This design comes from an exercise in tuning for small area, a short achievable clock period and few clock cycles on the open sky130 flow, not from production work. In this exercise RTL edits were held to simulation tests only and were not proved equivalent to the original. Power figures rest on the tool's default switching activity, not on a simulated workload.

==> flow/flow/run.sh <==
#!/bin/bash
set -euo pipefail
MARGIN=$(cat flow/margin.txt)
bash standard.sh SETUP_SLACK_MARGIN=$MARGIN \
  "BUFFER_PORTS_ARGS=-buffer_cell sky130_fd_sc_hd__buf_2" \
  finish > flow_make.log 2>&1
==> flow/config.mk <==
export PLATFORM = sky130hd
export DESIGN_NAME = beta
export DESIGN_NICKNAME = beta
export VERILOG_FILES = /design/flow/design.v
export SDC_FILE = /design/flow/constraint.sdc
export NUM_CORES = 4
export LEC_CHECK = 0
export CAP_MARGIN = 20
export CORE_MARGIN = 2
export CORE_UTILIZATION = 55
export CTS_CLUSTER_DIAMETER = 100
export CTS_CLUSTER_SIZE = 24
export SLEW_MARGIN = 20
export SYNTH_HIERARCHICAL = 1
export TNS_END_PERCENT = 10
==> flow/design.v <==
module arith(input  logic        cin,
             input  logic [31:0] A, B,
             output logic [31:0] sum,
             output logic        slt);
logic [32:0] s;
logic        t31, v;
assign s   = {A, 1'b1} + {B, cin};
assign sum = s[32:1];
assign t31 = B[31] ^ (&B[30:0]);
assign v   = (~A[31] & ~t31 & sum[31]) | (A[31] & t31 & ~sum[31]);
assign slt = ~(&(A ^ B)) & (sum[31] ^ v);
endmodule
module shift(input  logic [31:0] A,
             input  logic [4:0]  shamt,
             input  logic        arith,
             output logic [31:0] shl, shr);
logic signed [32:0] ax;
logic [32:0]        r;
assign ax  = {arith & A[31], A};
assign r   = ax >>> shamt;
assign shl = A << shamt;
assign shr = r[31:0];
endmodule
module alu(input  logic [31:0] A, B,
           input  logic [4:0]  shamt,
           input  logic        cin, sAdd, sSlt, sAnd, sOr, sXor, sNor,
           input  logic        sSll, sSrl, sSra,
           output logic [31:0] sum,
           output logic        slt,
           output logic [31:0] Yo, Y);
logic [31:0] shl, shr;
arith xarith(cin, A, B, sum, slt);
shift xshift(A, shamt, sSra, shl, shr);
always_comb begin
	Yo = ({32{sAnd}} & (A & B))
	   | ({32{sOr}}  & (A | B))
	   | ({32{sXor}} & (A ^ B))
	   | ({32{sNor}} & ~(A | B))
	   | ({32{sSll}} & shl)
	   | ({32{sSrl | sSra}} & shr);
	Y = ({32{sAdd}} & sum) | {31'b0, sSlt & slt} | Yo;
end
endmodule
module ctl(input  logic [31:0] ins,
           output logic        valid,    
           output logic        usesRt,   
           output logic        imm,      
           output logic        zext,     
           output logic [4:0]  dst,      
           output logic        load, store,
           output logic        sub, sAdd, sSlt, sAnd, sOr, sXor, sNor,
           output logic        sSll, sSrl, sSra);
logic [5:0] op, fn;
logic       rtype, fadd, fsub, fand, for_, fxor, fnor, fslt, fsll, fsrl, fsra;
logic       addi, andi, ori, xori;
assign op = ins[31:26];
assign fn = ins[5:0];
assign rtype = (op == 6'b000000);
assign fadd = rtype & (fn == 6'b100000);
assign fsub = rtype & (fn == 6'b100010);
assign fand = rtype & (fn == 6'b100100);
assign for_ = rtype & (fn == 6'b100101);
assign fxor = rtype & (fn == 6'b100110);
assign fnor = rtype & (fn == 6'b100111);
assign fslt = rtype & (fn == 6'b101010);
assign fsll = rtype & (fn == 6'b000000);
assign fsrl = rtype & (fn == 6'b000010);
assign fsra = rtype & (fn == 6'b000011);
assign addi  = (op == 6'b001000);
assign andi  = (op == 6'b001100);
assign ori   = (op == 6'b001101);
assign xori  = (op == 6'b001110);
assign load  = (op == 6'b100011);
assign store = (op == 6'b101011);
assign sAdd = fadd | fsub | addi | load | store;
assign sub  = fsub | fslt;
assign sSlt = fslt;
assign sAnd = fand | andi;
assign sOr  = for_ | ori;
assign sXor = fxor | xori;
assign sNor = fnor;
assign sSll = fsll;
assign sSrl = fsrl;
assign sSra = fsra;
assign usesRt = fadd | fsub | fand | for_ | fxor | fnor | fslt | store;
assign imm    = addi | andi | ori | xori | load | store;
assign zext   = andi | ori | xori;
assign valid  = usesRt | fsll | fsrl | fsra | imm;
always_comb begin
	if (fadd | fsub | fand | for_ | fxor | fnor | fslt | fsll | fsrl | fsra)
		dst = ins[15:11];
	else if (addi | andi | ori | xori | load)
		dst = ins[20:16];
	else
		dst = 5'b0;
end
endmodule
module pc(input  logic        clk, rst, hold,
          output logic [31:0] ia);
logic [29:0] word;
always_ff @(posedge clk) begin
	if (rst)        word <= 30'b0;
	else if (!hold) word <= word + 30'd1;
end
assign ia = {word, 2'b00};
endmodule
module regfile(input  logic        clk,
               input  logic [4:0]  ra, rb,
               output logic [31:0] rda, rdb,
               input  logic [4:0]  wa,
               input  logic [31:0] wd);
logic [31:0]  r [1:31];
logic [991:0] flat;
logic [31:1]  sa, sb, sw;
dec5 deca(ra, sa);
dec5 decb(rb, sb);
dec5 decw(wa, sw);
always_ff @(posedge clk) begin
	for (int i = 1; i < 32; i++)
		if (sw[i]) r[i] <= wd;
end
always_comb
	for (int i = 1; i < 32; i++) flat[32*(i-1) +: 32] = r[i];
rdport porta(sa, flat, rda);
rdport portb(sb, flat, rdb);
endmodule
module dec5(input  logic [4:0]  a,
            output logic [31:1] sel);
always_comb
	for (int i = 1; i < 32; i++) sel[i] = (a == i[4:0]);
endmodule
module rdport(input  logic [31:1]  sel,
              input  logic [991:0] d,
              output logic [31:0]  q);
always_comb begin
	q = 32'b0;
	for (int i = 1; i < 32; i++)
		q = q | ({32{sel[i]}} & d[32*(i-1) +: 32]);
end
endmodule
module beta(    input logic clk, reset,
                input logic [31:0] id, memReadData,
                output logic [31:0] ia, memAddr, memWriteData,
                output logic MemRead, MemWrite);
logic        stall, rst;
always_ff @(posedge clk or posedge reset) begin
	if (reset) rst <= 1'b1;
	else       rst <= 1'b0;
end
logic [31:0] IR;
logic        vD;
pc pc_module(clk, rst, stall, ia);
always_ff @(posedge clk) begin
	if (rst)         vD <= 1'b0;
	else if (!stall) vD <= 1'b1;
end
always_ff @(posedge clk) begin
	if (!stall) IR <= id;
end
logic        valid, usesRt, immI, zext, load, store;
logic        sub, sAdd, sSlt, sAnd, sOr, sXor, sNor, sSll, sSrl, sSra;
logic [4:0]  dst, rs, rt;
logic [31:0] rfa, rfb, fa, fb, faE, fbE, bop, immval, mval, Y, res;
logic        selSa, selTa, selYa, selMa, selOa, selSb, selTb, selYb, selMb, selOb;
logic        np, nn, slt;
logic [31:0] sum, Yo;
logic [4:0]  dE, dM;
logic        ldE, stE, ldM;
logic        hitEa, hitMa, hitEb, hitMb;
ctl ctl_module(IR, valid, usesRt, immI, zext, dst, load, store,
               sub, sAdd, sSlt, sAnd, sOr, sXor, sNor, sSll, sSrl, sSra);
assign rs = IR[25:21];
assign rt = IR[20:16];
regfile regfile_module(clk, rs, rt, rfa, rfb, dM, mval);
assign hitEa = (dE == rs) & (rs != 5'b0);
assign hitMa = (dM == rs) & (rs != 5'b0);
assign hitEb = (dE == rt) & (rt != 5'b0);
assign hitMb = (dM == rt) & (rt != 5'b0);
assign mval = ldM ? memReadData : res;
always_comb begin
	faE = hitMa ? res : rfa;
	fbE = hitMb ? res : rfb;
end
assign selSa = hitEa & sAddE;
assign selTa = hitEa & sSltE;
assign selYa = hitEa & ~sAddE & ~sSltE;
assign selMa = ~hitEa & hitMa & ldM;
assign selOa = ~hitEa & ~(hitMa & ldM);
assign selSb = hitEb & sAddE;
assign selTb = hitEb & sSltE;
assign selYb = hitEb & ~sAddE & ~sSltE;
assign selMb = ~hitEb & hitMb & ldM;
assign selOb = ~hitEb & ~(hitMb & ldM);
assign np = ~immI & ~sub;
assign nn = ~immI & sub;
fwd fwda(selSa, selTa, selYa, selMa, selOa, sum, slt, Yo, memReadData, faE, fa);
fwd fwdb(selSb, selTb, selYb, selMb, selOb, sum, slt, Yo, memReadData, fbE, fb);
fwdx fwdo(selSb & np, selSb & nn, selTb & np, selTb & nn, selYb & np, selYb & nn,
          selMb & np, selMb & nn, selOb | immI,
          sum, slt, Yo, memReadData, immI ? immval : (fbE ^ {32{sub}}), bop);
assign immval = {zext ? 16'b0 : {16{IR[15]}}, IR[15:0]};
assign stall = vD & valid & ldE & ((dE == rs) | (usesRt & (dE == rt))) & (dE != 5'b0);
logic [31:0] A, Bop, Bv;
logic [4:0]  shE;
logic        subE, sAddE, sSltE, sAndE, sOrE, sXorE, sNorE, sSllE, sSrlE, sSraE;
always_ff @(posedge clk) begin
	A     <= fa;
	Bop   <= bop;
	Bv    <= fb;
	shE   <= IR[10:6];
	subE  <= sub;
	sAddE <= sAdd;
	sSltE <= sSlt;
	sAndE <= sAnd;
	sOrE  <= sOr;
	sXorE <= sXor;
	sNorE <= sNor;
	sSllE <= sSll;
	sSrlE <= sSrl;
	sSraE <= sSra;
end
always_ff @(posedge clk) begin
	if (rst) begin
		dE  <= 5'b0;
		ldE <= 1'b0;
		stE <= 1'b0;
	end else begin
		dE  <= (vD & !stall) ? dst : 5'b0;
		ldE <= vD & !stall & load;
		stE <= vD & !stall & store;
	end
end
alu alu_module(A, Bop, shE, subE, sAddE, sSltE, sAndE, sOrE, sXorE, sNorE,
               sSllE, sSrlE, sSraE, sum, slt, Yo, Y);
always_ff @(posedge clk) begin
	res          <= Y;
	memAddr      <= {32{ldE | stE}} & Y;
	memWriteData <= Bv;
end
always_ff @(posedge clk) begin
	if (rst) begin
		dM  <= 5'b0;
		ldM <= 1'b0;
	end else begin
		dM  <= dE;
		ldM <= ldE;
	end
end
always_ff @(posedge clk or posedge reset) begin
	if (reset) begin
		MemRead  <= 1'b0;
		MemWrite <= 1'b0;
	end else begin
		MemRead  <= ldE;
		MemWrite <= stE;
	end
end
endmodule
module fwd(input  logic        sS, sT, sY, sM, sO,
           input  logic [31:0] s,
           input  logic        t,
           input  logic [31:0] y, m, o,
           output logic [31:0] q);
assign q = ({32{sS}} & s) | {31'b0, sT & t} | ({32{sY}} & y)
         | ({32{sM}} & m) | ({32{sO}} & o);
endmodule
module fwdx(input  logic        sSp, sSn, sTp, sTn, sYp, sYn, sMp, sMn, sO,
            input  logic [31:0] s,
            input  logic        t,
            input  logic [31:0] y, m, o,
            output logic [31:0] q);
assign q = ({32{sSp}} & s) | ({32{sSn}} & ~s)
         | {31'b0, sTp & t} | {{31{sTn}}, sTn & ~t}
         | ({32{sYp}} & y) | ({32{sYn}} & ~y)
         | ({32{sMp}} & m) | ({32{sMn}} & ~m)
         | ({32{sO}} & o);
endmodule
==> flow/constraint.sdc <==
create_clock -name core_clock -period 12.0 [get_ports {clk}]
set_input_delay 2.4000 -clock core_clock [delete_from_list [all_inputs] [get_ports {clk}]]
set_output_delay 2.4000 -clock core_clock [all_outputs]
set_load 0.01 [all_outputs]
==> flow/standard.sh <==
#!/bin/bash
# synth_recipe.tcl (not shown) runs the flow's synth.tcl, then flattens the netlist and writes it again
# the make line also repeats each setting of config.mk as NAME=value (left out here)
make -C /OpenROAD-flow-scripts/flow DESIGN_CONFIG=/design/flow/config.mk WORK_HOME=/design/flow/orfs CLKGATE_MAP_FILE= SYNTH_SCRIPT=/design/flow/synth_recipe.tcl "${@:-finish}"
==> flow/flow/margin.txt <==
8.35
==> summary.md, run 1 <==
| Metric | Value |
|---|---|
| Post-layout minimum cycle time | `3720 ps` |
| Clock Latency Late Sink | `between 700 and 800 ps` |
| Deepest clock path buffer count | `3` |
| Total Power | `8.87 mW` |
| RePlAce Congestion | `1.01` |
| Final hold violation count | `0` |
| CTS clk-pin slew, worst paths | `roughly 100 ps` |
| Ys flop type | `edfxtp_1` |
| Seq/Total Area, Yosys | `57.3%` |
| Post-Syn Area per Cell | `about 12 sq um` |
| Fin Setup TNS | `0 ps` |
| CP required | `~9600 ps` |
| Setup violators final | `0` |
| Drt pass-1 iters | `12` |
| Synth area leaders | `edfxtp_1, a22oi_1, dfxtp_1, mux2i_1, mux4_2` |
| Die width | `341 microns` |
| Vias | `between 40000 and 50000` |
| Post-route ant nets | `0` |
| CP Cell Sequence | `buf_2` |
| # nets final | `5195` |
| Area growth syn-to-layout | `7.54%` |
| Critical path peak fanout | `1` |
| Post-synth top area cell | `edfxtp_1` |
| Max incr delay on CP | `410 ps` |
| Worst path bufs/invs | `1` |
| Setup CP Type | `reg -> out` |
| Worst setup EP type | `output pin` |
| Clock skew | `around 71 ps` |
| Gr ovfl total | `0` |
| Max-Cap Viols | `0` |
| Largest net degree at the start of global routing | `98` |
| Largest family of logic cells by synthesized area | `compound AO/OA/AOI/OAI gates` |
| Syn Inst Count | `approximately 5000` |
| Simple-gate area share of the yosys netlist | `10.8%` |
| PortBufs | `161` |
| #FFs+latches synth | `1278` |
| First-pass GRT wire length | `341 mm` |
| FP Rows | `123` |
| Synth Area in Compound Gates | `a little under a fifth` |
| TritonCTS Buffers | `60` |
| Unique masters post-synth | `107` |
| Final instance area | `a little under 70000 sq um` |
| Die Area | `116000 sq um` |
| Hpwl dp | `between 150 and 200 mm` |
| Commonest non-fill, non-tap cells in the layout | `edfxtp_1, a22oi_1, nand2_1` |
| Run status | `no timing/DRC/antenna violations` |
| Initial antenna violation count | `10` |
| Worst-margin pin slew | `about 1100 ps` |
| IO Count | `164` |
| Synth Area in Adders | `under 10%` |
| Max Freq | `269 MHz` |
| EDFF count, synth | `~1000` |
| RSZ-0062 raised after global routing | `true` |
| Family with the most delay on the worst path | `flip-flops` |
| GRT Util Overall | `~40%` |
| Clock Sinks | `1278` |
| CTS tree | `built` |
| Leakage Power | `23.4 nW` |
| DRC viols | `0` |
| Initial Utilization | `55.5%` |
| Drt via density | `approximately 7.5` |
| Core Box Area | `113000 sq um` |
| Number of global-route vias before repair | `between 40000 and 50000` |
| Fraction of layout cells with a size suffix above 1 | `16.9%` |
| CP Launch Type | `flop` |
| Clock root buffer | `clkbuf_16` |
| Synthesized cell area | `approximately 63000 sq um` |
| Period utilisation layout | `31.0%` |
| DP Area | `roughly 65000 sq um` |
| WL/cell | `37.0 microns` |
| Post-synthesis mux area share | `6.61%` |
| YS warnings | `14` |
| Share of the synthesized area in the top cell type | `about half` |
| XOR/XNOR Fraction of Synth Area | `less than 1%` |
| Hold_buf cts | `0` |
| Crit path DAT | `1320 ps` |
| Worst hold path type | `reg -> reg` |
| Slew Limit Fails | `0` |
| Worst hold margin | `between 300 and 400 ps` |
| Power per cell area | `132 nW/um^2` |
| Commonest non-fill, non-tap cell in the layout | `edfxtp_1` |
| DR iter-0 viols | `between 7000 and 8000` |
| Maximum vdd drop | `around 0.14 mV` |
| DRT Wirelength | `243 mm` |
| Ys async rst share | `less than 1%` |
| Die Y | `341 microns` |
| CTS HTree Levels | `2` |
| CP max stage cell | `dfxtp_2` |
| Worst rel slew slack | `27.4%` |
==> synth_stat cells (39+ instances only) <==
cell	number
a222oi_1	101
and2_1	48
mux2_2	84
nand4_1	220
a22o_1	70
buf_2	84
o21ai_0	58
a21oi_1	91
edfxtp_1	1024
mux2i_1	163
a221oi_2	63
inv_1	94
ha_1	96
nand2_1	267
nand3_1	212
a22oi_1	916
nor2b_1	52
or4_1	79
or3_1	44
dfxtp_1	251
clkbuf_1	237
mux4_2	68
nor2_1	229
a21o_1	39
==> per-stage QoR <==
step | utilization, % | setup slack, ps | std cells
after floorplan | - | 8620 | 5014
after global routing | 59.7 | 8250 | 6569
after global placement | 57.6 | 7830 | 6439
after CTS | 59.3 | 8230 | 6545
final | 59.7 | 8280 | 6578
after detailed placement | 57.6 | 7910 | 6439
==> sequential cells by signal, indices dropped and copies added, names as in the netlist, 5 cells and up <==
register,flops
IR,32
Bop,32
dM,5
memAddr,32
pc_module.word,30
dE,5
shE,5
A,32
res,32
Bv,32
memWriteData,32
regfile_module.r,992
==> power by group <==
part | switching (mW) | internal, mW | leakage [nW]
registers | 0.142 | 4.88 | 11.6
clock network | 1.42 | 0.959 | 0.841
logic | 0.948 | 0.525 | 11.0
total | 2.51 | 6.36 | 23.4
==> path summary, 6_finish.rpt <==
kind,start,endpoint,slack (ps),depth (start not counted)
setup / recovery,memAddr[29],memAddr[29],8280,1
hold / removal,Bv[11],memWriteData[11],330,0
setup reg to reg,A[20],memAddr[0],8320,9
hold reg to reg,Bv[11],memWriteData[11],330,0
max in group asynchronous,reset,rst,10250,2
min in group asynchronous,reset,MemRead,1540,2
==> routing by layer <==
metal  wire (microns)  share of wire (%)  track usage, %  vias to the layer above
met5               30              0.012               0                        -
met4            16400                6.8            23.3                        6
met3            30200                 12            9.22                      651
met2           105000                 43            60.2                     3787
met1            91000                 37            55.4                    24600
li1                 -                  -               -                    20400
==> layout make-up <==
cell class                 count  area (sq um)
timing repair buffer         337          2180
clock inverter                 9           148
antenna                       10          25.0
inverter                      94           353
multi-input combinational   3261         25100
sequential                  1278         35900
clock buffer                  89          1610
tap                         1500          1880
fill                        9023         45400
==> modules after synthesis, one instance, submodules excluded, a selection <==
module / times used / cell area (sq um)
fwd: 2 / 682
shift: 1 / 3940
dec5: 3 / 218
alu: 1 / 2350
regfile: 1 / 29800
pc: 1 / 1490
rdport: 2 / 5340
beta: 1 / 8640
==> logic make-up after synthesis <==
logic type | count (synthesis)
muxes | 317
buffers and inverters | 476
DFF | 1278
adders and majority gates | 98
other | 2
AOI/OAI and AO/OA | 1499
xor gates and xnor gates | 63
and+or+nand+nor | 1280
==> timing repair <==
item / 4_1_cts / 5_1_grt
pin swaps: 3 / 7
setup buffers: 7 / 23
resized for setup: 30 / 68
endpoints found under the setup margin: 174 / 134
hold endpoints to repair: 0 / 0
cloned: 1 / 0
Testbench counts, summed over its fixed seeds: cycles 13,274.
==> run 2: changes to the inputs <==
--- a/flow/design.v
+++ b/flow/design.v
@@ -172,10 +172,23 @@
 assign rs = IR[25:21];
 assign rt = IR[20:16];
 regfile regfile_module(clk, rs, rt, rfa, rfb, dM, mval);
-assign hitEa = (dE == rs) & (rs != 5'b0);
-assign hitMa = (dM == rs) & (rs != 5'b0);
-assign hitEb = (dE == rt) & (rt != 5'b0);
-assign hitMb = (dM == rt) & (rt != 5'b0);
+logic [4:0] nrs, nrt, dstD;
+assign nrs  = stall ? IR[25:21] : id[25:21];
+assign nrt  = stall ? IR[20:16] : id[20:16];
+assign dstD = vD ? dst : 5'b0;
+always_ff @(posedge clk) begin
+	if (rst) begin
+		hitEa <= 1'b0;
+		hitEb <= 1'b0;
+		hitMa <= 1'b0;
+		hitMb <= 1'b0;
+	end else begin
+		hitEa <= ~stall & (dstD != 5'b0) & (dstD == id[25:21]);
+		hitEb <= ~stall & (dstD != 5'b0) & (dstD == id[20:16]);
+		hitMa <= (dE != 5'b0) & (dE == nrs);
+		hitMb <= (dE != 5'b0) & (dE == nrt);
+	end
+end
 assign mval = ldM ? memReadData : res;
 always_comb begin
 	faE = hitMa ? res : rfa;
@@ -199,7 +212,7 @@
           selMb & np, selMb & nn, selOb | immI,
           sum, slt, Yo, memReadData, immI ? immval : (fbE ^ {32{sub}}), bop);
 assign immval = {zext ? 16'b0 : {16{IR[15]}}, IR[15:0]};
-assign stall = vD & valid & ldE & ((dE == rs) | (usesRt & (dE == rt))) & (dE != 5'b0);
+assign stall = vD & valid & ldE & (hitEa | (usesRt & hitEb));
 logic [31:0] A, Bop, Bv;
 logic [4:0]  shE;
 logic        subE, sAddE, sSltE, sAndE, sOrE, sXorE, sNorE, sSllE, sSrlE, sSraE;
==> flow/flow/run.sh (replaced) <==
#!/bin/bash
set -euo pipefail
MARGIN=$(cat flow/margin.txt)
bash standard.sh SETUP_SLACK_MARGIN=$MARGIN \
  "BUFFER_PORTS_ARGS=-buffer_cell sky130_fd_sc_hd__buf_4" \
  finish > flow_make.log 2>&1
==> flow/flow/margin.txt (replaced) <==
8.6
==> run 2 against run 1 <==
Clock power grew 8%; clock skew shrank 37 ps; synthesized area shrank 0.69%; fmax grew 2.9%; register-to-register slack gained 70 ps; combinational power is essentially flat; first-iteration DRC count grew 7.2%.
==> summary.md, run 2 <==
| Metric | Value |
|---|---|
| FP Rows | `123 (unchanged)` |
| Layout Utilization | `61.4% (was 59.7%)` |
| # nets final | `5082 (was 5195)` |
| Synth area leaders | `edfxtp_1, a22oi_1, dfxtp_1, mux2i_1, mux4_2 (unchanged)` |
| Max reg flops | `992 (unchanged)` |
| Synthesized cell area | `62100 sq um (was 62500 sq um)` |
| Commonest non-fill, non-tap cells in the layout | `edfxtp_1, a22oi_1, buf_4 (was edfxtp_1, a22oi_1, nand2_1)` |
| Die Y | `340 microns (was 341 microns)` |
| Max incr delay on CP | `380 ps (was 410 ps)` |
| Initial Utilization | `55.4% (was 55.5%)` |
| Slew Limit Fails | `0 (unchanged)` |
| Run status | `no timing/DRC/antenna violations (unchanged)` |
| DRC viols | `0 (unchanged)` |
| DRT Wirelength | `234 mm (was 243 mm)` |
| Drt pass-1 iters | `8 (was 12)` |
| Post-synth top area cell | `edfxtp_1 (unchanged)` |
| # fillers | `8845 (was 9023)` |
| CP Cell Sequence | `buf_4 (was buf_2)` |
| Setup violators final | `0 (unchanged)` |
| Largest net degree at the start of global routing | `56 (was 98)` |
| Max Freq | `276 MHz (was 269 MHz)` |
| Post-Syn Area per Cell | `12.8 sq um (was 12.5 sq um)` |
| GRT Util Overall | `38.4% (was 40.7%)` |
| Initial antenna violation count | `8 (was 10)` |
| CP required | `9600 ps (about the same)` |
| Post-route ant nets | `0 (unchanged)` |
| Top-count cell post-synth | `edfxtp_1 (unchanged)` |
| Syn Inst Count | `4835 (was 5013)` |
| RSZ-0062 raised after global routing | `true (unchanged)` |
| Gr ovfl total | `0 (unchanged)` |
| Worst hold path type | `reg -> reg (unchanged)` |
| Final instance area | `68900 sq um (was 67300 sq um)` |
| PortBufs | `161 (unchanged)` |
| Logic gate share of total power | `16.5% (was 16.6%)` |
| Family with the most delay on the worst path | `flip-flops (unchanged)` |
| Period utilisation layout | `30.1% (was 31.0%)` |
| First-pass GRT wire length | `323 mm (was 341 mm)` |
| Top reg by flops | `regfile_module.r (unchanged)` |
| Commonest cells in the netlist | `edfxtp_1, a22oi_1, dfxtp_1 (was edfxtp_1, a22oi_1, nand2_1)` |
| Clock Latency Late Sink | `700 ps (was 770 ps)` |
| DP Area | `64800 sq um (was 64900 sq um)` |
| Max-Cap Viols | `0 (unchanged)` |
| Psw | `2.55 mW (was 2.51 mW)` |
| EDFF count, synth | `1024 (unchanged)` |
| TritonCTS Buffers | `66 (was 60)` |
| Worst setup EP type | `output pin (unchanged)` |
| CTS clk-pin slew, worst paths | `110 ps (was 100 ps)` |
| Seq/Total Area, Yosys | `57.8% (was 57.3%)` |
| Clock skew | `34.0 ps (was 70.8 ps)` |
| Vias | `48400 (was 49300)` |
| Area growth syn-to-layout | `10.9% (was 7.54%)` |
| CP max stage cell | `dfxtp_4 (was dfxtp_2)` |
| Crit path DAT | `1220 ps (was 1320 ps)` |
| DR iter-0 viols | `8560 (was 7983)` |
| Hold_buf cts | `0 (unchanged)` |
| Reg power frac | `55.4% (was 56.6%)` |
| Share of the synthesized area in the top cell type | `49.5% (was 49.2%)` |
| Worst path bufs/invs | `1 (unchanged)` |
| Ys async rst share | `0.234% (was 0.235%)` |
| CTS tree | `built (unchanged)` |
| Post-layout minimum cycle time | `3620 ps (was 3720 ps)` |
| CTS HTree Levels | `3 (was 2)` |
| IO Count | `164 (unchanged)` |
| WL/cell | `36.3 microns (was 37.0 microns)` |
| Commonest non-fill, non-tap cell in the layout | `edfxtp_1 (unchanged)` |
| Number of global-route vias before repair | `44500 (was 46100)` |
| Sw frac | `28.0% (was 28.3%)` |
| Core Box Area | `112000 sq um (was 113000 sq um)` |
| Deepest clock path buffer count | `3 (unchanged)` |
| Unique masters post-synth | `109 (was 107)` |
| Clock power frac | `28.2% (was 26.8%)` |
| RePlAce Congestion | `1.06 (was 1.01)` |
| #FFs+latches synth | `1282 (was 1278)` |
| Hpwl dp | `146 mm (was 156 mm)` |
| Die Area | `116000 sq um (about the same)` |
| Clock root buffer | `clkbuf_16 (unchanged)` |
| YS warnings | `14 (unchanged)` |
| Internal power | `6.55 mW (was 6.36 mW)` |
| Worst rel slew slack | `18.7% (was 27.4%)` |
| Power per cell area | `132 nW/um^2 (about the same)` |
| Setup CP Type | `reg -> out (unchanged)` |
| Worst-margin pin slew | `1220 ps (was 1090 ps)` |
| CP Launch Type | `flop (unchanged)` |
| Clock Sinks | `1282 (was 1278)` |
| Die width | `340 microns (was 341 microns)` |
| Maximum vdd drop | `0.131 mV (was 0.142 mV)` |
| Critical path peak fanout | `1 (unchanged)` |
| Drt via density | `7.50 (about the same)` |
| Ys flop type | `edfxtp_1 (unchanged)` |
| Fraction of layout cells with a size suffix above 1 | `21.3% (was 16.9%)` |
| Fin Setup TNS | `0 ps (unchanged)` |
| Leakage Power | `23.7 nW (was 23.4 nW)` |
| Final hold violation count | `0 (unchanged)` |
| FF-to-FF setup slack | `8390 ps (was 8320 ps)` |
==> run 2: cell count changes after synthesis, moves of 28 or more <==
cell | previous run | this run
o21ai_0 | 58 | 88
nand3_1 | 212 | 182
xnor2_1 | 36 | 66
or3_1 | 44 | 13
nor2_1 | 229 | 197
and2_1 | 48 | 20
mux2_2 | 84 | 117
nand4_1 | 220 | 188
nand2_1 | 267 | 171
==> run 2: metal layers <==
metal / up-vias / track usage, % / wire [microns]
met4: 4 / 13.1 / 10400
met3: 603 / 10.0 / 29200
met2: 3564 / 58.6 / 105000
li1: 19900 / - / -
met1: 24300 / 53.5 / 89500
met5: - / 0 / 26
==> run 2: cell families after synthesis <==
family	after synthesis	synth area share (%)
fa+ha+maj	98	1.98
compound gates	1518	19.1
mux	357	7.37
other cells	2	0.0121
simple gates	1022	8.86
flops	1282	57.8
xor+xnor	88	1.24
buf+inv	468	3.58
==> run 2: area by class of cell <==
type | instances | area, sq um | area share (%)
Tap cell | 1500 | 1880 | 2.72
Clock buffer | 85 | 1790 | 2.59
Timing Repair inverter | 1 | 5.00 | 0.00727
Timing Repair Buffer | 377 | 3290 | 4.77
Antenna cell | 2 | 5.00 | 0.00727
Inverter | 101 | 387 | 0.561
Multi-Input combinational cell | 3090 | 25300 | 36.7
Sequential cell | 1282 | 36100 | 52.4
Clock inverter | 9 | 159 | 0.231
==> run 2: through the flow <==
step           hold slack [ps]  total power, mW  setup slack, ps  cells
6_report                   320             9.11             8380   6447
5_1_grt                    329             9.33             8360   6445
4_1_cts                    327             8.99             8250   6369
3_5_place_dp               312             6.45             7910   6255
3_3_place_gp               311             6.45             7850   6255
2_1_floorplan              310             5.93             8620   4836
==> run 2: power by group through the flow <==
stage,logic (mW),clock network [mW],registers [mW]
after floorplan,0.865,0,5.06
after global placement,1.31,0,5.14
after detailed placement,1.31,0,5.14
after CTS,1.37,2.58,5.04
after global routing,1.56,2.72,5.05
final,1.50,2.56,5.04
==> run 2: worst paths after layout <==
kind	start	to	cells after the start
setup / recovery	memAddr[29]	memAddr[29]	1
hold / removal	Bv[20]	memWriteData[20]	0
setup reg to reg	A[23]	memAddr[0]	9
hold reg to reg	Bv[20]	memWriteData[20]	0
max in group asynchronous	reset	rst	2
min in group asynchronous	reset	MemRead	2
==> run 2: per-module statistics from Yosys (local to each module, per instance), excerpt <==
module | cell area, sq um | copies in the design | cells inside | flops+latches
alu | 2350 | 1 | 323 | 0
ctl | 369 | 1 | 54 | 0
dec5 | 218 | 3 | 46 | 0
fwd | 682 | 2 | 108 | 0
pc | 1490 | 1 | 169 | 30
regfile | 29800 | 1 | 992 | 992
==> run 2: repair_timing <==
item	CTS	global route
resized for setup	83	236
setup buffers	17	64
endpoints found under the setup margin	263	229
pin swaps	10	104
cloned	3	12
Testbench counts of run 2, summed over its fixed seeds: cycles 13,274.
==> run 3: changes to the inputs <==
--- a/flow/design.v
+++ b/flow/design.v
@@ -247,7 +247,7 @@
                sSllE, sSrlE, sSraE, sum, slt, Yo, Y);
 always_ff @(posedge clk) begin
 	res          <= Y;
-	memAddr      <= {32{ldE | stE}} & Y;
+	memAddr      <= sum;
 	memWriteData <= Bv;
 end
 always_ff @(posedge clk) begin
--- a/flow/config.mk
+++ b/flow/config.mk
@@ -9,7 +9,7 @@
 export CORE_MARGIN = 2
 export CORE_UTILIZATION = 55
 export CTS_CLUSTER_DIAMETER = 100
-export CTS_CLUSTER_SIZE = 24
+export CTS_CLUSTER_SIZE = 20
 export SLEW_MARGIN = 20
 export SYNTH_HIERARCHICAL = 1
 export TNS_END_PERCENT = 10
==> run 3 against run 2 <==
Still clean on timing, DRC and antenna; sequential cell count unchanged; synthesized area decreased by 0.37%; first-iteration DRC count decreased by 3.7%; clock power increased by 4%; cell area increased by 0.23%; worst hold slack improved by 9.5 ps; sequential share of layout area decreased by 0.19 points; clock-buffer cell count increased by 9; total power increased by 3.8%; worst setup slack got worse by 2.2 ps; largest cell class unchanged; largest power group unchanged.
==> summary.md, run 3 <==
| Metric | Value |
|---|---|
| Worst-margin pin slew | `1180 ps (was 1220 ps)` |
| Clock root buffer | `clkbuf_16 (unchanged)` |
| #FFs+latches synth | `1282 (unchanged)` |
| Family with the most delay on the worst path | `flip-flops (unchanged)` |
| Post-synthesis mux area share | `7.40% (was 7.37%)` |
| Max Freq | `276 MHz (about the same)` |
| Syn Inst Count | `4797 (was 4835)` |
| EDFF count, synth | `1024 (unchanged)` |
| Initial Utilization | `55.2% (was 55.4%)` |
| DR iter-0 viols | `8246 (was 8560)` |
| Layout Utilization | `61.6% (was 61.4%)` |
| Inst Count DP | `6233 (was 6255)` |
| Drt via density | `7.59 (was 7.50)` |
| IO Count | `164 (unchanged)` |
| Clock Latency Late Sink | `710 ps (was 700 ps)` |
| Clock Sinks | `1282 (unchanged)` |
| Synth Area in Adders | `1.99% (was 1.98%)` |
| Setup CP Type | `reg -> out (unchanged)` |
| Post-route ant nets | `0 (unchanged)` |
| Post-synth top area cell | `edfxtp_1 (unchanged)` |
| Top reg by flops | `regfile_module.r (unchanged)` |
| Seq/Total Area, Yosys | `58.1% (was 57.8%)` |
| GRT Util Overall | `40.2% (was 38.4%)` |
| CP Cell Sequence | `buf_4 (unchanged)` |
| FF-to-FF path depth | `13 (was 9)` |
| GR Layer Usage met3 | `10.9% (was 10.0%)` |
| Worst rel slew slack | `21.1% (was 18.7%)` |
| Worst setup EP type | `output pin (unchanged)` |
| YS warnings | `14 (unchanged)` |
| Vias | `48900 (was 48400)` |
| Fraction of layout cells with a size suffix above 1 | `21.3% (about the same)` |
| DRT Wirelength | `242 mm (was 234 mm)` |
| RePlAce Congestion | `0.993 (was 1.06)` |
| Post-Syn Area per Cell | `12.9 sq um (was 12.8 sq um)` |
| Maximum vdd drop | `0.133 mV (was 0.131 mV)` |
| Area growth syn-to-layout | `11.6% (was 10.9%)` |
| Commonest non-fill, non-tap cells in the layout | `edfxtp_1, a22oi_1, buf_4 (unchanged)` |
| Worst hold path type | `reg -> reg (unchanged)` |
| Reg-to-Reg Start | `IR[20] (was A[23])` |
| Most used routing layer | `met2 (unchanged)` |
| Crit path from | `memAddr[25] (was memAddr[29])` |
| Fin Setup TNS | `0 ps (unchanged)` |
| RSZ-0062 raised after global routing | `true (unchanged)` |
| First-pass GRT wire length | `335 mm (was 323 mm)` |
| Core Box Area | `112000 sq um (about the same)` |
| Synth Area in Compound Gates | `19.2% (was 19.1%)` |
| Post-layout minimum cycle time | `3620 ps (about the same)` |
| Capture point of the worst reg-to-reg path | `Bop[29] (was memAddr[0])` |
| Max reg flops | `992 (unchanged)` |
| Initial antenna violation count | `10 (was 8)` |
| CP Launch Type | `flop (unchanged)` |
| Max incr delay on CP | `390 ps (was 380 ps)` |
| Largest net degree at the start of global routing | `58 (was 56)` |
| Die Y | `339 microns (was 340 microns)` |
| Max-Cap Viols | `0 (unchanged)` |
| Share of the synthesized area in the top cell type | `49.7% (was 49.5%)` |
| Clock skew | `43.3 ps (was 34.0 ps)` |
| CTS HTree Levels | `3 (unchanged)` |
| Final hold violation count | `0 (unchanged)` |
| Grt met1 use | `55.6% (was 53.5%)` |
| Number of global-route vias before repair | `45500 (was 44500)` |
| Number of cells on the critical path | `1 (unchanged)` |
| Die width | `339 microns (was 340 microns)` |
| Worst setup path end | `memAddr[25] (was memAddr[29])` |
| Slew Limit Fails | `0 (unchanged)` |
| XOR/XNOR Fraction of Synth Area | `1.25% (was 1.24%)` |
| Unique masters post-synth | `109 (unchanged)` |
| Met2 usage | `60.3% (was 58.6%)` |
| CP max stage cell | `dfxtp_2 (was dfxtp_4)` |
| TritonCTS Buffers | `75 (was 66)` |
| Largest family of logic cells by synthesized area | `compound AO/OA/AOI/OAI gates (unchanged)` |
| Post-Layout Cell Count | `6442 (was 6447)` |
| Run status | `no timing/DRC/antenna violations (unchanged)` |
| Deepest clock path buffer count | `3 (unchanged)` |
| # nets final | `5074 (was 5082)` |
| Synth area leaders | `edfxtp_1, a22oi_1, dfxtp_1, mux2i_1, mux4_2 (unchanged)` |
| Drt pass-1 iters | `8 (unchanged)` |
| Period utilisation layout | `30.2% (was 30.1%)` |
| FF-to-FF setup slack | `8420 ps (was 8390 ps)` |
| CTS clk-pin slew, worst paths | `100 ps (was 110 ps)` |
| WL/cell | `37.6 microns (was 36.3 microns)` |
| Commonest non-fill, non-tap cell in the layout | `edfxtp_1 (unchanged)` |
| Leakage Power | `23.9 nW (was 23.7 nW)` |
| CTS tree | `built (unchanged)` |
| Critical path peak fanout | `1 (unchanged)` |
| Power per cell area | `137 nW/um^2 (was 132 nW/um^2)` |
| Commonest cells in the netlist | `edfxtp_1, a22oi_1, dfxtp_1 (unchanged)` |
| Crit path DAT | `1220 ps (about the same)` |
| CP required | `9600 ps (about the same)` |
| Hpwl dp | `147 mm (was 146 mm)` |
| Worst path bufs/invs | `1 (unchanged)` |
| DRC viols | `0 (unchanged)` |
| Ys flop type | `edfxtp_1 (unchanged)` |
| Die Area | `115000 sq um (was 116000 sq um)` |
| Top-count cell post-synth | `edfxtp_1 (unchanged)` |
| Gr ovfl total | `0 (unchanged)` |
| Setup violators final | `0 (unchanged)` |
| PortBufs | `161 (unchanged)` |
| # fillers | `8819 (was 8845)` |
| Ys async rst share | `0.234% (unchanged)` |
| Synthesized cell area | `61900 sq um (was 62100 sq um)` |
| Simple-gate area share of the yosys netlist | `8.56% (was 8.86%)` |
| FP Rows | `123 (unchanged)` |
run 3: cell count changes after synthesis, sizes merged:
cell    previous run  this run
nand2            172       175
buf              144       141
clkbuf           221       218
nor2b             47        16
o21ai            103       102
nand3b            15        13
nor2             199       198
run 3: layer usage:
layer,vias to the layer above,part of all wire (%)
met5,-,0.017
met4,6,4.9
met3,676,14
met2,3849,44
met1,24500,38
li1,19800,-
run 3: repair_timing:
item / 4_1_cts / 5_1_grt
setup buffers: 45 / 43
cloned: 4 / 9
endpoints found under the setup margin: 225 / 202
pin swaps: 20 / 80
gates resized for setup: 124 / 198
hold buffers: 0 / 0
run 3: cell type report:
| cell class | count | area [sq um] | share of cell area (%) |
|---|---|---|---|
| Tap cell | 1500 | 1880 | 2.72 |
| Antenna cell | 5 | 12.5 | 0.0181 |
| Multi-Input combinational cell | 3058 | 25000 | 36.3 |
| Clock buffer | 94 | 1950 | 2.82 |
| Sequential cell | 1282 | 36000 | 52.2 |
| Timing Repair Buffer | 393 | 3570 | 5.18 |
| Clock inverter | 9 | 164 | 0.237 |
| Inverter | 101 | 379 | 0.549 |
run 3: how the worst min path moves through the flow:
stage,from,to,slack (ps),cells past startpoint
3_3_place_gp,Bv[18],memWriteData[18],310,0
2_1_floorplan,Bv[0],memWriteData[0],310,0
6_report,stE,MemWrite,330,0
3_5_place_dp,Bv[4],memWriteData[4],310,0
4_1_cts,Bv[19],memWriteData[19],330,0
5_1_grt,stE,MemWrite,330,0
run 3: modules after synthesis, one instance, submodules excluded:
module	cells	flops+latches	area, sq um
alu	323	0	2350
arith	239	0	1800
beta	583	260	7980
ctl	54	0	369
dec5	46	0	218
fwd	108	0	682
fwdx	186	0	1460
pc	169	30	1490
rdport	733	0	5340
regfile	992	992	29800
shift	431	0	3940
run 3: per-stage QoR:
stage               worst slack (ps)  total power, mW  hold WS, ps  area, sq um
finish                          8380             9.46          329        69000
global route                    8350             9.70          332        69000
CTS                             8350             9.33          330        67600
detailed placement              7930             6.72          312        64700
global placement                7910             6.72          310        64700
floorplan                       8630             6.03          310        61900
run 3: where the power goes:
group	switching, mW	internal (mW)	total (mW)
Combinational	1.03	0.651	1.68
Sequential	0.173	4.95	5.12
Clock	1.49	1.17	2.65
Total	2.69	6.76	9.46
run 3: kinds of logic (layout without fill, tap and decap cells):
logic type / count (synthesis) / count (layout)
simple gates: 991 / 995
buf+inv: 462 / 597
other cells: 2 / 8
fa+ha+maj: 98 / 98
flops: 1282 / 1282
xor+xnor: 88 / 88
compound gates: 1517 / 1517
mux: 357 / 357
Testbench counts of run 3, summed over its fixed seeds: cycles 13,274.
==> run 4: changes to the inputs <==
==> flow/flow/margin.txt (replaced) <==
8.45
==> run 4 against run 3 <==
Sequential power about the same; die area did not move; combinational power shrank 4%; non-clock buffer count is 55 lower; clock-buffer cell count decreased by 1; clock skew rose by 8.4 ps; critical path depth rose by 7; worst hold slack got worse by 22 ps; register-to-register slack worse by 150 ps; clock power is 3% higher; worst setup slack worse by 120 ps.
==> summary.md, run 4 <==
| Metric | Value |
|---|---|
| Run status | `no timing/DRC/antenna violations (unchanged)` |
| Die Y | `339 microns (unchanged)` |
| RSZ-0062 raised after global routing | `true (unchanged)` |
| Unique masters post-synth | `109 (unchanged)` |
| Share of the synthesized area in the top cell type | `49.7% (unchanged)` |
| Reg power frac | `54.1% (about the same)` |
| Logic gate share of total power | `17.0% (was 17.8%)` |
| Sw frac | `28.6% (was 28.5%)` |
| Post-Syn Area per Cell | `12.9 sq um (unchanged)` |
| Top reg by flops | `regfile_module.r (unchanged)` |
| Drt pass-1 iters | `12 (was 8)` |
| Clock Sinks | `1282 (unchanged)` |
| Power per cell area | `140 nW/um^2 (was 137 nW/um^2)` |
| Drt via density | `7.51 (was 7.59)` |
| Max-Cap Viols | `0 (unchanged)` |
| Largest net degree at the start of global routing | `63 (was 58)` |
| Ys flop type | `edfxtp_1 (unchanged)` |
| GRT Util Overall | `39.2% (was 40.2%)` |
| CTS tree | `built (unchanged)` |
| Fraction of layout cells with a size suffix above 1 | `20.0% (was 21.3%)` |
| Final hold violation count | `0 (unchanged)` |
| Die Area | `115000 sq um (unchanged)` |
| Crit path DAT | `4290 ps (was 1220 ps)` |
| Setup CP Type | `reg -> reg (was reg -> out)` |
| Post-synth top area cell | `edfxtp_1 (unchanged)` |
| Worst setup EP type | `flop (was output pin)` |
| Worst hold margin | `308 ps (was 329 ps)` |
| Worst-margin pin slew | `1140 ps (was 1180 ps)` |
| Worst hold path type | `reg -> reg (unchanged)` |
| Internal power | `6.78 mW (was 6.76 mW)` |
| Period utilisation layout | `31.1% (was 30.2%)` |
| Max reg flops | `992 (unchanged)` |
| Syn Inst Count | `4797 (unchanged)` |
| Clock root buffer | `clkbuf_16 (unchanged)` |
| Synth area leaders | `edfxtp_1, a22oi_1, dfxtp_1, mux2i_1, mux4_2 (unchanged)` |
| Commonest cells in the netlist | `edfxtp_1, a22oi_1, dfxtp_1 (unchanged)` |
| Number of global-route vias before repair | `44600 (was 45500)` |
| Clock Latency Late Sink | `730 ps (was 710 ps)` |
| PortBufs | `161 (unchanged)` |
| # nets final | `5020 (was 5074)` |
| Maximum vdd drop | `0.114 mV (was 0.133 mV)` |
| DR iter-0 viols | `7924 (was 8246)` |
| Die width | `339 microns (unchanged)` |
| Seq/Total Area, Yosys | `58.1% (unchanged)` |
| Setup violators final | `0 (unchanged)` |
| Post-route ant nets | `0 (unchanged)` |
| Clock skew | `51.7 ps (was 43.3 ps)` |
| CTS clk-pin slew, worst paths | `90 ps (was 100 ps)` |
| WL/cell | `36.5 microns (was 37.6 microns)` |
| Hold_buf cts | `0 (unchanged)` |
| Fin Setup TNS | `0 ps (unchanged)` |
| IO Count | `164 (unchanged)` |
| Leakage Power | `23.3 nW (was 23.9 nW)` |
| Top-count cell post-synth | `edfxtp_1 (unchanged)` |
| Max Freq | `268 MHz (was 276 MHz)` |
| Worst rel slew slack | `23.4% (was 21.1%)` |
| Synthesized cell area | `61900 sq um (unchanged)` |
| CP Launch Type | `flop (unchanged)` |
| EDFF count, synth | `1024 (unchanged)` |
| RePlAce Congestion | `1.01 (was 0.993)` |
| Post-layout minimum cycle time | `3730 ps (was 3620 ps)` |
| # fillers | `8884 (was 8819)` |
| Psw | `2.71 mW (was 2.69 mW)` |
| CP required | `12560 ps (was 9600 ps)` |
| Gr ovfl total | `0 (unchanged)` |
| Hpwl dp | `146 mm (was 147 mm)` |
| Deepest clock path buffer count | `3 (unchanged)` |
| Total Power | `9.50 mW (was 9.46 mW)` |
| Inst Count DP | `6223 (was 6233)` |
| YS warnings | `14 (unchanged)` |
| Slew Limit Fails | `0 (unchanged)` |
| First-pass GRT wire length | `327 mm (was 335 mm)` |
| Core Box Area | `112000 sq um (unchanged)` |
| Commonest non-fill, non-tap cells in the layout | `edfxtp_1, a22oi_1, buf_4 (unchanged)` |
| Post-Layout Cell Count | `6391 (was 6442)` |
| DRC viols | `0 (unchanged)` |
| Clock power frac | `28.9% (was 28.1%)` |
| DRT Wirelength | `233 mm (was 242 mm)` |
| Critical path peak fanout | `62 (was 1)` |
| Area growth syn-to-layout | `9.83% (was 11.6%)` |
| Fin worst setup slack | `8270 ps (was 8380 ps)` |
| #FFs+latches synth | `1282 (unchanged)` |
| FP Rows | `123 (unchanged)` |
| Vias | `48000 (was 48900)` |
| TritonCTS Buffers | `76 (was 75)` |
| Commonest non-fill, non-tap cell in the layout | `edfxtp_1 (unchanged)` |
| Post-placement setup slack | `7860 ps (was 7930 ps)` |
| CTS HTree Levels | `3 (unchanged)` |
| Ys async rst share | `0.234% (unchanged)` |
| Initial antenna violation count | `14 (was 10)` |
| Initial Utilization | `55.2% (unchanged)` |
[run 4: layout make-up]
cell class | count | area [sq um] | share of cell area [%]
tap | 1500 | 1880 | 2.76
sequential | 1282 | 36100 | 53.1
clock buffer | 93 | 1980 | 2.91
inverter | 101 | 383 | 0.563
antenna | 6 | 15.0 | 0.0221
multi-input combinational | 3058 | 24700 | 36.3
timing repair buffer | 338 | 2700 | 3.98
clock inverter | 13 | 273 | 0.401
[run 4: routing by layer]
metal | part of all wire (%) | global-route usage, %
met2 | 45 | 60.3
met1 | 38 | 53.7
met5 | 0.059 | 0
met4 | 4.8 | 15.8
met3 | 13 | 9.69
[run 4: modules after synthesis (local to each module, per instance)]
module | copies in the design | cells inside
regfile | 1 | 992
beta | 1 | 583
rdport | 2 | 733
shift | 1 | 431
alu | 1 | 323
arith | 1 | 239
pc | 1 | 169
fwdx | 1 | 186
fwd | 2 | 108
ctl | 1 | 54
dec5 | 3 | 46
[run 4: worst max-delay path: stages, from the launching register on]
cell,delay (ps)
dfxtp_2,420
buf_4,620
nor2b_2,740
a22oi_1,170
o221ai_1,540
o21ai_0,210
nand3_1,400
mux2i_1,230
nand4_1,170
[run 4: cells by family after synthesis]
kind of cell             after synthesis  synth area share [%]
AND/OR/NAND/NOR                      991                  8.56
buffers and inverters                462                  3.56
flip-flops                          1282                  58.1
XOR/XNOR                              88                  1.25
adder cells (fa/ha/maj)               98                  1.99
multiplexers                         357                  7.40
AO/OA/AOI/OAI                       1517                  19.2
other                                  2                0.0121
[run 4: power groups by stage]
stage                     logic [mW]  registers [mW]  clock network [mW]
after detailed placement        1.48            5.23                   0
after floorplan                0.871            5.16                   0
after global routing            1.68            5.15                2.92
after global placement          1.48            5.23                   0
final                           1.62            5.14                2.74
after CTS                       1.50            5.13                2.77
[run 4: final timing paths]
path	start	endpoint	slack, ps	cells past startpoint
worst max register to register	shE[3]	Bop[9]	8270	8
min in group asynchronous	reset	MemRead	1580	2
worst min-delay path	Bv[0]	memWriteData[0]	310	0
worst min register to register	Bv[0]	memWriteData[0]	310	0
worst max-delay path	shE[3]	Bop[9]	8270	8
max in group asynchronous	reset	rst	10210	2
[run 4: timing repair]
action / 4_1_cts / 5_1_grt
gates resized for setup: 78 / 116
pin swaps: 8 / 36
gates cloned: 4 / 0
buffers inserted: 18 / 34
endpoints found under the setup margin: 202 / 181
[run 4: through the flow]
step | utilization [%] | cell area [sq um]
detailed placement | 57.6 | 64600
floorplan | - | 61900
CTS | 60.0 | 67300
finish | 60.7 | 68000
global placement | 57.6 | 64600
global route | 60.7 | 68000
==> run 5: changes to the inputs <==
--- a/flow/design.v
+++ b/flow/design.v
@@ -18,10 +18,11 @@
 logic [32:0]        r;
 assign ax  = {arith & A[31], A};
 assign r   = ax >>> shamt;
-assign shl = A << shamt;
 assign shr = r[31:0];
-endmodule
-module alu(input  logic [31:0] A, B,
+always_comb
+	for (int i = 0; i < 32; i++) shl[i] = shr[31-i];
+endmodule
+module alu(input  logic [31:0] A, B, As,
            input  logic [4:0]  shamt,
            input  logic        cin, sAdd, sSlt, sAnd, sOr, sXor, sNor,
            input  logic        sSll, sSrl, sSra,
@@ -30,7 +31,7 @@
            output logic [31:0] Yo, Y);
 logic [31:0] shl, shr;
 arith xarith(cin, A, B, sum, slt);
-shift xshift(A, shamt, sSra, shl, shr);
+shift xshift(As, shamt, sSra, shl, shr);
 always_comb begin
 	Yo = ({32{sAnd}} & (A & B))
 	   | ({32{sOr}}  & (A | B))
@@ -213,11 +214,15 @@
           sum, slt, Yo, memReadData, immI ? immval : (fbE ^ {32{sub}}), bop);
 assign immval = {zext ? 16'b0 : {16{IR[15]}}, IR[15:0]};
 assign stall = vD & valid & ldE & (hitEa | (usesRt & hitEb));
-logic [31:0] A, Bop, Bv;
+logic [31:0] A, As, Bop, Bv;
+logic [31:0] farev;
 logic [4:0]  shE;
 logic        subE, sAddE, sSltE, sAndE, sOrE, sXorE, sNorE, sSllE, sSrlE, sSraE;
+always_comb
+	for (int i = 0; i < 32; i++) farev[i] = fa[31-i];
 always_ff @(posedge clk) begin
 	A     <= fa;
+	As    <= sSll ? farev : fa;
 	Bop   <= bop;
 	Bv    <= fb;
 	shE   <= IR[10:6];
@@ -243,7 +248,7 @@
 		stE <= vD & !stall & store;
 	end
 end
-alu alu_module(A, Bop, shE, subE, sAddE, sSltE, sAndE, sOrE, sXorE, sNorE,
+alu alu_module(A, Bop, As, shE, subE, sAddE, sSltE, sAndE, sOrE, sXorE, sNorE,
                sSllE, sSrlE, sSraE, sum, slt, Yo, Y);
 always_ff @(posedge clk) begin
 	res          <= Y;
==> flow/flow/margin.txt (replaced) <==
8.6
==> run 5 against run 4 <==
Sequential share of layout area up 0.22 points; final cell count fell by 0.58%; first-iteration DRC count is 2.7% higher; clock power rose by 1%; clock skew decreased by 15 ps; cell area grew 1.3%; critical path depth decreased by 7.
==> summary.md, run 5 <==
| Metric | Value |
|---|---|
| Syn Inst Count | `4715 (was 4797)` |
| Max-Cap Viols | `0 (unchanged)` |
| Gr ovfl total | `0 (unchanged)` |
| RePlAce Congestion | `0.983 (was 1.01)` |
| GRT Util Overall | `40.8% (was 39.2%)` |
| # fillers | `8601 (was 8884)` |
| Max Freq | `276 MHz (was 268 MHz)` |
| Commonest non-fill, non-tap cell in the layout | `edfxtp_1 (unchanged)` |
| Fraction of layout cells with a size suffix above 1 | `22.7% (was 20.0%)` |
| Commonest cells in the netlist | `edfxtp_1, a22oi_1, dfxtp_1 (unchanged)` |
| Power per cell area | `140 nW/um^2 (about the same)` |
| DRC viols | `0 (unchanged)` |
| CTS clk-pin slew, worst paths | `90 ps (about the same)` |
| Clock skew | `36.3 ps (was 51.7 ps)` |
| DP Area | `64100 sq um (was 64600 sq um)` |
| Top-count cell post-synth | `edfxtp_1 (unchanged)` |
| Final hold violation count | `0 (unchanged)` |
| Drt pass-1 iters | `9 (was 12)` |
| Clock power frac | `28.9% (about the same)` |
| TritonCTS Buffers | `76 (unchanged)` |
| Post-route ant nets | `0 (unchanged)` |
| Post-placement setup slack | `8010 ps (was 7860 ps)` |
| Hpwl dp | `150 mm (was 146 mm)` |
| Family with the most delay on the worst path | `flip-flops (was simple AND/OR/NAND/NOR gates)` |
| Seq/Total Area, Yosys | `59.5% (was 58.1%)` |
| Clock Latency Late Sink | `720 ps (was 730 ps)` |
| Drt via density | `7.59 (was 7.51)` |
| DRT Wirelength | `245 mm (was 233 mm)` |
| Unique masters post-synth | `110 (was 109)` |
| Setup CP Type | `reg -> out (was reg -> reg)` |
| Ys async rst share | `0.228% (was 0.234%)` |
| RSZ-0062 raised after global routing | `true (unchanged)` |
| CP required | `9600 ps (was 12560 ps)` |
| Period utilisation layout | `30.2% (was 31.1%)` |
| Maximum vdd drop | `0.111 mV (was 0.114 mV)` |
| Psw | `2.71 mW (about the same)` |
| CP Launch Type | `flop (unchanged)` |
| IO Count | `164 (unchanged)` |
| PortBufs | `161 (unchanged)` |
| Crit path DAT | `1220 ps (was 4290 ps)` |
| Deepest clock path buffer count | `3 (unchanged)` |
| Worst path bufs/invs | `1 (unchanged)` |
| Run status | `no timing/DRC/antenna violations (unchanged)` |
| Post-synth top area cell | `edfxtp_1 (unchanged)` |
| Synth area leaders | `edfxtp_1, a22oi_1, dfxtp_1, mux2_2, mux2i_1 (was edfxtp_1, a22oi_1, dfxtp_1, mux2i_1, mux4_2)` |
| Leakage Power | `23.9 nW (was 23.3 nW)` |
| Reg power frac | `54.3% (was 54.1%)` |
| Fin worst setup slack | `8380 ps (was 8270 ps)` |
| Setup violators final | `0 (unchanged)` |
| Clock root buffer | `clkbuf_16 (unchanged)` |
| Post-Syn Area per Cell | `13.0 sq um (was 12.9 sq um)` |
| Number of global-route vias before repair | `44300 (was 44600)` |
| Die Y | `338 microns (was 339 microns)` |
| YS warnings | `15 (was 14)` |
| DR iter-0 viols | `8134 (was 7924)` |
| Inst Count DP | `6120 (was 6223)` |
| Largest net degree at the start of global routing | `55 (was 63)` |
| Fin Setup TNS | `0 ps (unchanged)` |
| Total Power | `9.62 mW (was 9.50 mW)` |
| # nets final | `4991 (was 5020)` |
| CP Cell Sequence | `buf_6 (was buf_4 -> nor2b_2 -> a22oi_1 -> o221ai_1 -> o21ai_0 -> nand3_1 -> mux2i_1 -> nand4_1)` |
| Initial antenna violation count | `7 (was 14)` |
| Logic gate share of total power | `16.8% (was 17.0%)` |
| #FFs+latches synth | `1314 (was 1282)` |
| FP Rows | `122 (was 123)` |
| Top reg by flops | `regfile_module.r (unchanged)` |
| WL/cell | `38.6 microns (was 36.5 microns)` |
| Share of the synthesized area in the top cell type | `50.0% (was 49.7%)` |
| Commonest non-fill, non-tap cells in the layout | `edfxtp_1, a22oi_1, buf_4 (unchanged)` |
| Initial Utilization | `55.5% (was 55.2%)` |
| EDFF count, synth | `1024 (unchanged)` |
| Critical path peak fanout | `1 (was 62)` |
| Worst setup EP type | `output pin (was flop)` |
| Sw frac | `28.1% (was 28.6%)` |
| First-pass GRT wire length | `336 mm (was 327 mm)` |
| Synthesized cell area | `61500 sq um (was 61900 sq um)` |
| Worst hold path type | `reg -> reg (unchanged)` |
| Post-Layout Cell Count | `6354 (was 6391)` |
| Post-layout minimum cycle time | `3620 ps (was 3730 ps)` |
| Final instance area | `68800 sq um (was 68000 sq um)` |
| Die width | `338 microns (was 339 microns)` |
| Die Area | `114000 sq um (was 115000 sq um)` |
| Internal power | `6.91 mW (was 6.78 mW)` |
| Clock Sinks | `1314 (was 1282)` |
| Area growth syn-to-layout | `12.0% (was 9.83%)` |
| Ys flop type | `edfxtp_1 (unchanged)` |
| Worst-margin pin slew | `1100 ps (was 1140 ps)` |
| Core Box Area | `111000 sq um (was 112000 sq um)` |
| CTS HTree Levels | `3 (unchanged)` |
| Hold_buf cts | `0 (unchanged)` |
| Worst rel slew slack | `26.3% (was 23.4%)` |
| CTS tree | `built (unchanged)` |
| Slew Limit Fails | `0 (unchanged)` |
| Max incr delay on CP | `390 ps (was 740 ps)` |
| Max reg flops | `992 (unchanged)` |
| CP max stage cell | `dfxtp_2 (was nor2b_2)` |
| Vias | `48200 (was 48000)` |
==> run 5: cell types whose count changed after synthesis, moves of 26 or more <==
| cell | previous run | this run |
|---|---|---|
| mux2_2 | 117 | 143 |
| nor2_1 | 196 | 159 |
| buf_4 | 11 | 42 |
| mux2i_1 | 170 | 142 |
| dfxtp_1 | 255 | 287 |
| mux4_2 | 68 | 36 |
==> run 5: path summary, 6_finish.rpt <==
| kind | cells past startpoint | startpoint | slack [ps] | to |
|---|---|---|---|---|
| max in group asynchronous | 2 | reset | 10230 | rst |
| setup / recovery | 1 | memAddr[26] | 8380 | memAddr[26] |
| setup reg to reg | 13 | Bop[0] | 8380 | As[0] |
| min in group asynchronous | 2 | reset | 1550 | MemWrite |
| hold / removal | 0 | stE | 320 | MemWrite |
| hold reg to reg | 0 | stE | 320 | MemWrite |
==> run 5: timing repair <==
item	4_1_cts	5_1_grt
endpoints found under the setup margin	240	200
resized for setup	214	139
buffers inserted	67	36
pin swaps	47	52
gates cloned	5	10
==> run 5: kinds of logic after synthesis <==
family / synth area share (%)
mux: 6.25
compound gates: 19.0
flops: 59.5
xor+xnor: 1.27
fa+ha+maj: 2.00
simple gates: 8.28
buf+inv: 3.72
other cells: 0.0122
==> run 5: through the flow <==
stage          hold slack (ps)  utilization (%)
5_1_grt                    333             62.1
3_3_place_gp               312             57.9
6_report                   319             62.1
3_5_place_dp               312             57.9
4_1_cts                    324             61.1
2_1_floorplan              310                -
==> run 5: power by group through the flow <==
stage	Combinational (mW)	Sequential, mW	Clock, mW
after floorplan	0.808	5.28	0
after global placement	1.43	5.32	0
after detailed placement	1.43	5.32	0
after CTS	1.51	5.22	2.78
after global routing	1.66	5.24	2.94
final	1.62	5.23	2.78
==> run 5: layout make-up <==
type	instances	area (sq um)	share of cell area, %
flip-flops and latches	1314	36700	53.3
multi-input cells	2937	24100	35.0
clock inverters	8	158	0.229
diodes	2	5.00	0.00727
repair buffers	399	3610	5.24
inverters	100	383	0.556
well taps	1488	1860	2.70
clock buffers	106	2060	2.99
==> run 5: per-layer routing <==
| layer | track usage, % | wire, microns | vias to the layer above |
|---|---|---|---|
| met3 | 9.51 | 33400 | 697 |
| li1 | - | - | 19400 |
| met1 | 56.3 | 90900 | 24000 |
| met5 | 0 | 80 | - |
| met2 | 59.4 | 104000 | 4042 |
| met4 | 23.1 | 16800 | 12 |
==> run 5: Yosys stat by module (local to each module, per instance), excerpt <==
module,cell area [sq um],times used,flops+latches,cells
fwd,682,2,0,108
shift,2430,1,0,272
ctl,369,1,0,54
arith,1800,1,0,239
pc,1490,1,30,169
alu,2350,1,0,323
dec5,218,3,0,46
Testbench counts of run 5, summed over its fixed seeds: cycles 13,274.
==> run 6: changes to the inputs <==
==> flow/flow/margin.txt (replaced) <==
8.5
--- a/flow/config.mk
+++ b/flow/config.mk
@@ -9,7 +9,7 @@
 export CORE_MARGIN = 2
 export CORE_UTILIZATION = 55
 export CTS_CLUSTER_DIAMETER = 100
-export CTS_CLUSTER_SIZE = 20
+export CTS_CLUSTER_SIZE = 22
 export SLEW_MARGIN = 20
 export SYNTH_HIERARCHICAL = 1
-export TNS_END_PERCENT = 10
+export TNS_END_PERCENT = 5
==> run 6 against run 5 <==
Still clean on timing, DRC and antenna; register-to-register slack worse by 60 ps; synthesized area stayed put; worst hold slack better by 8.9 ps; final cell count is 0.55% lower; via count is 1.8% lower; die area stayed put; synthesized cell count stayed put; total power is 1.5% lower; critical path type is now reg -> reg; largest cell class unchanged; largest power group unchanged.
==> summary.md, run 6 <==
| Metric | Value |
|---|---|
| Post-Syn Area per Cell | `13.0 sq um (unchanged)` |
| #FFs+latches synth | `1314 (unchanged)` |
| DRC viols | `0 (unchanged)` |
| Clock skew | `49.5 ps (was 36.3 ps)` |
| Slew Limit Fails | `0 (unchanged)` |
| Post-synthesis mux area share | `6.25% (unchanged)` |
| EDFF count, synth | `1024 (unchanged)` |
| Ys flop type | `edfxtp_1 (unchanged)` |
| Top-count cell post-synth | `edfxtp_1 (unchanged)` |
| Post-layout minimum cycle time | `3690 ps (was 3620 ps)` |
| Share of the synthesized area in the top cell type | `50.0% (unchanged)` |
| CP dominant cell by count | `buf_4` |
| Commonest non-fill, non-tap cells in the layout | `edfxtp_1, a22oi_1, buf_4 (unchanged)` |
| Clock Latency Late Sink | `720 ps (about the same)` |
| FP Rows | `122 (unchanged)` |
| Number of global-route vias before repair | `43500 (was 44300)` |
| Commonest cells in the netlist | `edfxtp_1, a22oi_1, dfxtp_1 (unchanged)` |
| Post-route ant nets | `0 (unchanged)` |
| DRT Wirelength | `235 mm (was 245 mm)` |
| Synthesized cell area | `61500 sq um (unchanged)` |
| XOR/XNOR Fraction of Synth Area | `1.27% (unchanged)` |
| Top reg by flops | `regfile_module.r (unchanged)` |
| Largest net degree at the start of global routing | `56 (was 55)` |
| YS warnings | `15 (unchanged)` |
| Initial Utilization | `55.5% (unchanged)` |
| Run status | `no timing/DRC/antenna violations (unchanged)` |
| Clock Sinks | `1314 (unchanged)` |
| Ys async rst share | `0.228% (unchanged)` |
| CP required | `12580 ps (was 9600 ps)` |
| Die width | `338 microns (unchanged)` |
| Unique masters post-synth | `110 (unchanged)` |
| Setup violators final | `0 (unchanged)` |
| Die Area | `114000 sq um (unchanged)` |
| Power per cell area | `139 nW/um^2 (was 140 nW/um^2)` |
| GRT Util Overall | `39.6% (was 40.8%)` |
| DP Area | `64100 sq um (about the same)` |
| CP Launch Type | `flop (unchanged)` |
| PortBufs | `161 (unchanged)` |
| Hpwl dp | `149 mm (was 150 mm)` |
| Reg-to-Reg Start | `IR[24] (was Bop[0])` |
| Synth area leaders | `edfxtp_1, a22oi_1, dfxtp_1, mux2_2, mux2i_1 (unchanged)` |
| IO Count | `164 (unchanged)` |
| Fraction of layout cells with a size suffix above 1 | `21.9% (was 22.7%)` |
| Family with the most delay on the worst path | `simple AND/OR/NAND/NOR gates (was flip-flops)` |
| Max reg flops | `992 (unchanged)` |
| Worst-margin pin slew | `1210 ps (was 1100 ps)` |
| Post-synth top area cell | `edfxtp_1 (unchanged)` |
| # nets final | `4954 (was 4991)` |
| Deepest clock path buffer count | `3 (unchanged)` |
| Core Box Area | `111000 sq um (unchanged)` |
| Max Freq | `271 MHz (was 276 MHz)` |
| Worst hold path type | `reg -> reg (unchanged)` |
| First-pass GRT wire length | `328 mm (was 336 mm)` |
| Drt via density | `7.49 (was 7.59)` |
| Max-Cap Viols | `0 (unchanged)` |
| CTS HTree Levels | `3 (unchanged)` |
| Seq/Total Area, Yosys | `59.5% (unchanged)` |
| Area growth syn-to-layout | `10.7% (was 12.0%)` |
| Critical path peak fanout | `32 (was 1)` |
| RePlAce Congestion | `0.988 (was 0.983)` |
| TritonCTS Buffers | `71 (was 76)` |
| WL/cell | `37.2 microns (was 38.6 microns)` |
| Worst path bufs/invs | `3 (was 1)` |
| # fillers | `8720 (was 8601)` |
| Simple-gate area share of the yosys netlist | `8.28% (unchanged)` |
| Post-placement setup slack | `7900 ps (was 8010 ps)` |
| Vias | `47400 (was 48200)` |
| Setup CP Type | `reg -> reg (was reg -> out)` |
| Crit path DAT | `4270 ps (was 1220 ps)` |
| Drt pass-1 iters | `10 (was 9)` |
| DR iter-0 viols | `7640 (was 8134)` |
| Syn Inst Count | `4715 (unchanged)` |
| Leakage Power | `23.5 nW (was 23.9 nW)` |
| CTS clk-pin slew, worst paths | `100 ps (was 90 ps)` |
| Maximum vdd drop | `0.122 mV (was 0.111 mV)` |
| Final hold violation count | `0 (unchanged)` |
| Final instance area | `68100 sq um (was 68800 sq um)` |
| RSZ-0062 raised after global routing | `true (unchanged)` |
| Worst rel slew slack | `19.2% (was 26.3%)` |
| Fin Setup TNS | `0 ps (unchanged)` |
| CP max stage cell | `or4_4 (was dfxtp_2)` |
| Layout Utilization | `61.4% (was 62.1%)` |
| Synth Area in Adders | `2.00% (unchanged)` |
| Hold Startpoint | `Bv[20] (was stE)` |
| Max incr delay on CP | `650 ps (was 390 ps)` |
| Clock root buffer | `clkbuf_16 (unchanged)` |
| Worst setup EP type | `flop (was output pin)` |
| Die Y | `338 microns (unchanged)` |
| Synth Area in Compound Gates | `19.0% (unchanged)` |
| Gr ovfl total | `0 (unchanged)` |
| CTS tree | `built (unchanged)` |
| Fin worst setup slack | `8310 ps (was 8380 ps)` |
| Commonest non-fill, non-tap cell in the layout | `edfxtp_1 (unchanged)` |
| Crit path from | `IR[24] (was memAddr[26])` |
| Period utilisation layout | `30.7% (was 30.2%)` |
| Hold_buf cts | `0 (unchanged)` |
| CP Cell Sequence | `buf_4 -> nand2b_4 -> buf_4 -> nor2_2 -> buf_4 -> a22oi_1 -> nand3_2 -> or4_4 -> mux2_2 -> a22oi_1 -> nand2_1 -> mux2_2 (was buf_6)` |
| Initial antenna violation count | `8 (was 7)` |
| Largest family of logic cells by synthesized area | `compound AO/OA/AOI/OAI gates (unchanged)` |
## run 6: worst reg2reg max path: stages, from the launching register on
cell      delay, ps
edfxtp_1        490
buf_4           170
nand2b_4        170
buf_4           130
nor2_2           30
buf_4           280
a22oi_1         350
nand3_2         270
or4_4           660
mux2_2          290
a22oi_1         210
nand2_1         220
mux2_2          320
## run 6: Yosys stat by module, one instance, submodules excluded, excerpt
module,flops+latches,cells inside,times used
alu,0,323,1
arith,0,239,1
beta,292,660,1
dec5,0,46,3
fwd,0,108,2
rdport,0,733,2
regfile,992,992,1
shift,0,272,1
## run 6: repair_timing
action | 4_1_cts | 5_1_grt
pin swaps | 24 | 46
cloned | 4 | 1
setup buffers | 52 | 30
setup endpoints to repair | 235 | 193
resized for setup | 168 | 137
## run 6: logic make-up after synthesis
group	after synthesis
compound gates	1488
flops	1314
simple gates	935
buf+inv	468
mux	321
fa+ha+maj	98
xor+xnor	89
other cells	2
## run 6: stage by stage
stage	power [mW]	instances	hold WS [ps]
after floorplan	6.09	4716	310
final	9.47	6319	328
after CTS	9.38	6283	332
after global placement	6.73	6119	310
after detailed placement	6.73	6119	312
after global routing	9.70	6314	338
## run 6: layer usage
metal	share of wire, %	up-vias	routed length [microns]	GRT usage, %
li1	-	19300	-	-
met1	38	23800	88700	54.3
met2	44	3605	104000	59.6
met3	12	559	27400	8.01
met4	6.3	4	14900	21.1
met5	0.012	-	28	0
## run 6: path summary, 6_finish.rpt
kind,endpoint,slack (ps),cells after the start
hold / removal,memWriteData[20],330,0
setup reg to reg,As[11],8310,12
setup / recovery,As[11],8310,12
max in group asynchronous,rst,10230,2
hold reg to reg,memWriteData[20],330,0
min in group asynchronous,MemWrite,1560,2
## run 6: power by group
group          internal, mW  switching [mW]
registers              5.07           0.152
clock network          1.14            1.53
logic                 0.594           0.990
total                  6.80            2.67
## run 6: final cells by class
| cell class | instances | area (sq um) | share of cell area [%] |
|---|---|---|---|
| diodes | 5 | 12.5 | 0.0184 |
| clock buffers | 96 | 1890 | 2.78 |
| clock inverters | 12 | 193 | 0.283 |
| inverters | 100 | 383 | 0.563 |
| multi-input cells | 2937 | 24000 | 35.2 |
| flip-flops and latches | 1314 | 36700 | 53.9 |
| well taps | 1488 | 1860 | 2.74 |
| repair buffers | 367 | 3080 | 4.52 |

Setup slack of run 6, layout unchanged: 8.313 ns with ideal ports, 8.294 ns with driving cells assumed (clock clkbuf_16, inputs buf_2), 8.313 ns with port delays also shifted by the 0.776 ns mid clock arrival.
